Context: an optimization exercise on an open-source flow, tuned for small area and a short achievable clock period. The choices shown serve that exercise and are no tape-out recipe.
Where RTL was checked, it was by simulation tests only, not by an equivalence proof against the original.
Power figures rest on the tool's default switching activity, not on a simulated workload.

Design dsp_27x27u, start of the top module:
module dsp_27x27u #(
    parameter LATENCY = 2,
    parameter AX_WIDTH = 27,
    parameter AY_WIDTH = 27,
    parameter RESULT_A_WIDTH = 54
) (
    input   clock,
    input   resetn,
    input   ivalid,
    input   iready,
    output  ovalid,
    output  oready,
    input [AX_WIDTH-1:0] ax,
    input [AY_WIDTH-1:0] ay,
    output [RESULT_A_WIDTH-1:0] resulta
);
For scale: about 2200 cells after synthesis, roughly 200 flip-flops, ~110 I/O pins, ~21000 um2 of cells after synthesis.
clock: 8.5 ns
lec_check: 0
cap_margin: 20
core_margin: 2
core_utilization: 45
setup_slack_margin: 4.9
slew_margin: 20
synth_hierarchical: 1
synth_minimum_keep_size: 0
tns_end_percent: 20
standard.sh (not shown) runs the stock make flow with config.mk's settings and CLKGATE_MAP_FILE= SYNTH_SCRIPT=/design/flow/synth_recipe.tcl, a recipe that flattens the netlist after the stock synthesis.
==> flow/flow/run.sh <==
#!/bin/bash
# The standard layout (standard.sh), except that the buffers on the ports are
# plain buffers (buf_2) rather than the delay cells the default picks.
# make's output goes to standard.log; each ORFS step keeps its own log under orfs/logs.
set -euo pipefail
bash standard.sh finish "BUFFER_PORTS_ARGS=-buffer_cell sky130_fd_sc_hd__buf_2" > standard.log 2>&1
==> next run, changes <==
CORE_UTILIZATION = 65   (was 45)
SETUP_SLACK_MARGIN = 4.8   (was 4.9)
TNS_END_PERCENT = 10   (was 20)
After rerunning:
- first-iteration DRC count climbs by 35%
- via count rises by 3.1%
- wire length shrinks by 3.4%
- non-clock buffer count decreases by 16
- global-route usage rises by 12 points
==> next run, changes <==
CORE_UTILIZATION = 55   (was 65)
- clock skew stays flat
- hold slack got worse by 0.0033 ns
- register-to-register slack improved by 0.10 ns
- routed wire length went up by a few percent
- non-clock buffer count went up by 8


Another version of the RTL of dsp_27x27u (not shown whole).
Size in the first run: roughly 2200 cells after synthesis, about 200 flip-flops, ~110 I/O pins, roughly 22000 µm² of cells after synthesis.
clock: 8.5 ns
lec_check: 0
cap_margin: 20
core_margin: 2
core_utilization: 45
setup_slack_margin: 5.0
slew_margin: 20
synth_hierarchical: 1
synth_minimum_keep_size: 0
tns_end_percent: 5
run.sh (not shown) runs the stock make flow with config.mk's settings and CLKGATE_MAP_FILE= SYNTH_SCRIPT=/design/flow/synth_recipe.tcl, a recipe that flattens the netlist after the stock synthesis.
Stock flow here: none of the scripts above is used.
Then changed:
==> flow/flow/run.sh (new file) <==
#!/bin/bash
# Standard layout, with each tool's output kept in a log here.
set -e
bash standard.sh > standard.log 2>&1
==> flow/standard.sh (new file) <==
#!/bin/bash
# synth_recipe.tcl (not shown) runs the flow's synth.tcl, then flattens the netlist and writes it again
# the make line also repeats each setting of config.mk as NAME=value (left out here)
make -C /OpenROAD-flow-scripts/flow DESIGN_CONFIG=/design/flow/config.mk WORK_HOME=/design/flow/orfs CLKGATE_MAP_FILE= SYNTH_SCRIPT=/design/flow/synth_recipe.tcl "${@:-finish}"
SETUP_SLACK_MARGIN = 4.8   (was 5.0)
TNS_END_PERCENT = 10   (was 5)
removed: flow/run.sh
- The changed run ran to the end with no violations
- via count decreases by 0.35%
- clock skew is about the same
- total power drops by 0.43%
- global-route usage increases by 0.17 points
- critical path depth went down by 2
- worst setup slack gets better by 0.025 ns
- synthesized cell count is unchanged
- routed wire length barely changes
- first-iteration DRC count is higher by about 2%
- cell area is higher by 0.40%
- worst hold slack loses 0.12 ns
Then changed:
==> flow/run.sh (new file) <==
#!/bin/bash
# synth_recipe.tcl (not shown) runs the flow's synth.tcl, then flattens the netlist and writes it again
# the make line also repeats each setting of config.mk as NAME=value (left out here)
make -C /OpenROAD-flow-scripts/flow DESIGN_CONFIG=/design/flow/config.mk WORK_HOME=/design/flow/orfs CLKGATE_MAP_FILE= SYNTH_SCRIPT=/design/flow/synth_recipe.tcl finish
SETUP_SLACK_MARGIN = 4.55   (was 4.8)
TNS_END_PERCENT = not set   (was 10)
removed: flow/flow/run.sh
removed: flow/standard.sh
Via count climbs by 0.76%.
Synthesized cell count does not change.
Register-to-register slack improves by 0.03 ns.
Maximum frequency drops by 0.41%.
Worst setup slack degrades by 0.016 ns.
Clock skew barely changes.
Then changed:
CORE_UTILIZATION = 60   (was 45)
SETUP_SLACK_MARGIN = 4.8   (was 4.55)
TNS_END_PERCENT = 10   (was not set)
Routed wire length shrinks by about 3.7%. First-iteration DRC count grows by about 14%. Register-to-register slack gets worse by 0.07 ns. Clock skew climbs by 0.0065 ns. Flip-flop and latch count stays the same. Critical path depth does not change. Global-route usage climbs by 7.6 points. Worst hold slack improves by 0.15 ns.


Another version of the RTL of dsp_27x27u (not shown whole).
Size in the first run: ~2100 cells after synthesis, roughly 180 flip-flops.
clock: 8.5 ns
lec_check: 0
abc_clock_period_in_ps: 4000
cap_margin: 20
core_margin: 2
core_utilization: 40
setup_slack_margin: 5
slew_margin: 20
synth_hierarchical: 1
synth_minimum_keep_size: 0
Stock flow here: none of the scripts above is used.
Next try:
--- a/flow/config.mk
+++ b/flow/config.mk
@@ -8 +8 @@
-export ABC_CLOCK_PERIOD_IN_PS = 4000
+export ABC_CLOCK_PERIOD_IN_PS = 1200
@@ -12 +12 @@
-export SETUP_SLACK_MARGIN = 5
+export SETUP_SLACK_MARGIN = 4
Utilization is lower by 6.4 points. Cell count is lower by a few percent. Sequential share of layout area is higher by 1.4 points. Routed wire length is lower by roughly a tenth.
No run of this note included a check of the RTL's function; only the layout flow was run.

## static timing again, ports no longer ideal
No port has a modelled driver above. Below, the same layouts with a new extraction and two added sets of constraints.
Step 1 sets driving cells, clkbuf_16 on the clock port and buf_2 on the other inputs (assumed; they add their load-dependent delay and slew).
Step 2 also shifts input and output timing later by t, the mid clock arrival at the registers, as if the neighbouring blocks saw the same clock.
a / b / c = ideal / step 1 / step 2; a / b = the first two.
run	t, ns	slack for setup (ns)	hold WS [ns]	slew at the worst register clock pin (ns)	pins driven straight from the clock port
the first run of note 1	0.526	4.560 / 4.506 / 4.626	0.863 / 0.863 / 0.863	0.07 / 0.07	1
the second run of note 1	0.509	4.546 / 4.512 / 4.546	0.873 / 0.873 / 0.873	0.08 / 0.08	1
the third run of note 1	0.526	4.571 / 4.511 / 4.493	0.870 / 0.870 / 0.870	0.08 / 0.08	1
the first run of note 2	0.521	4.463 / 4.408 / 4.168	0.892 / 0.892 / 0.892	0.09 / 0.09	1
the second run of note 2	0.522	4.488 / 4.433 / 4.155	0.773 / 0.773 / 0.773	0.08 / 0.08	1
the third run of note 2	0.524	4.471 / 4.416 / 4.299	0.771 / 0.771 / 0.771	0.08 / 0.08	1
the fourth run of note 2	0.514	4.450 / 4.390 / 4.131	0.923 / 0.923 / 0.923	0.09 / 0.09	1
the first run of note 3	0.544	3.591 / 3.522 / 4.066	0.634 / 0.634 / 0.634	0.08 / 0.08	1
the second run of note 3	0.531	3.523 / 3.462 / 3.993	0.706 / 0.706 / 0.706	0.08 / 0.08	1
After both steps every run listed still meets setup and hold. The setup slack of the second run of note 2, which loses most, moves by -0.055 ns with the drivers and by -0.333 ns with both steps.
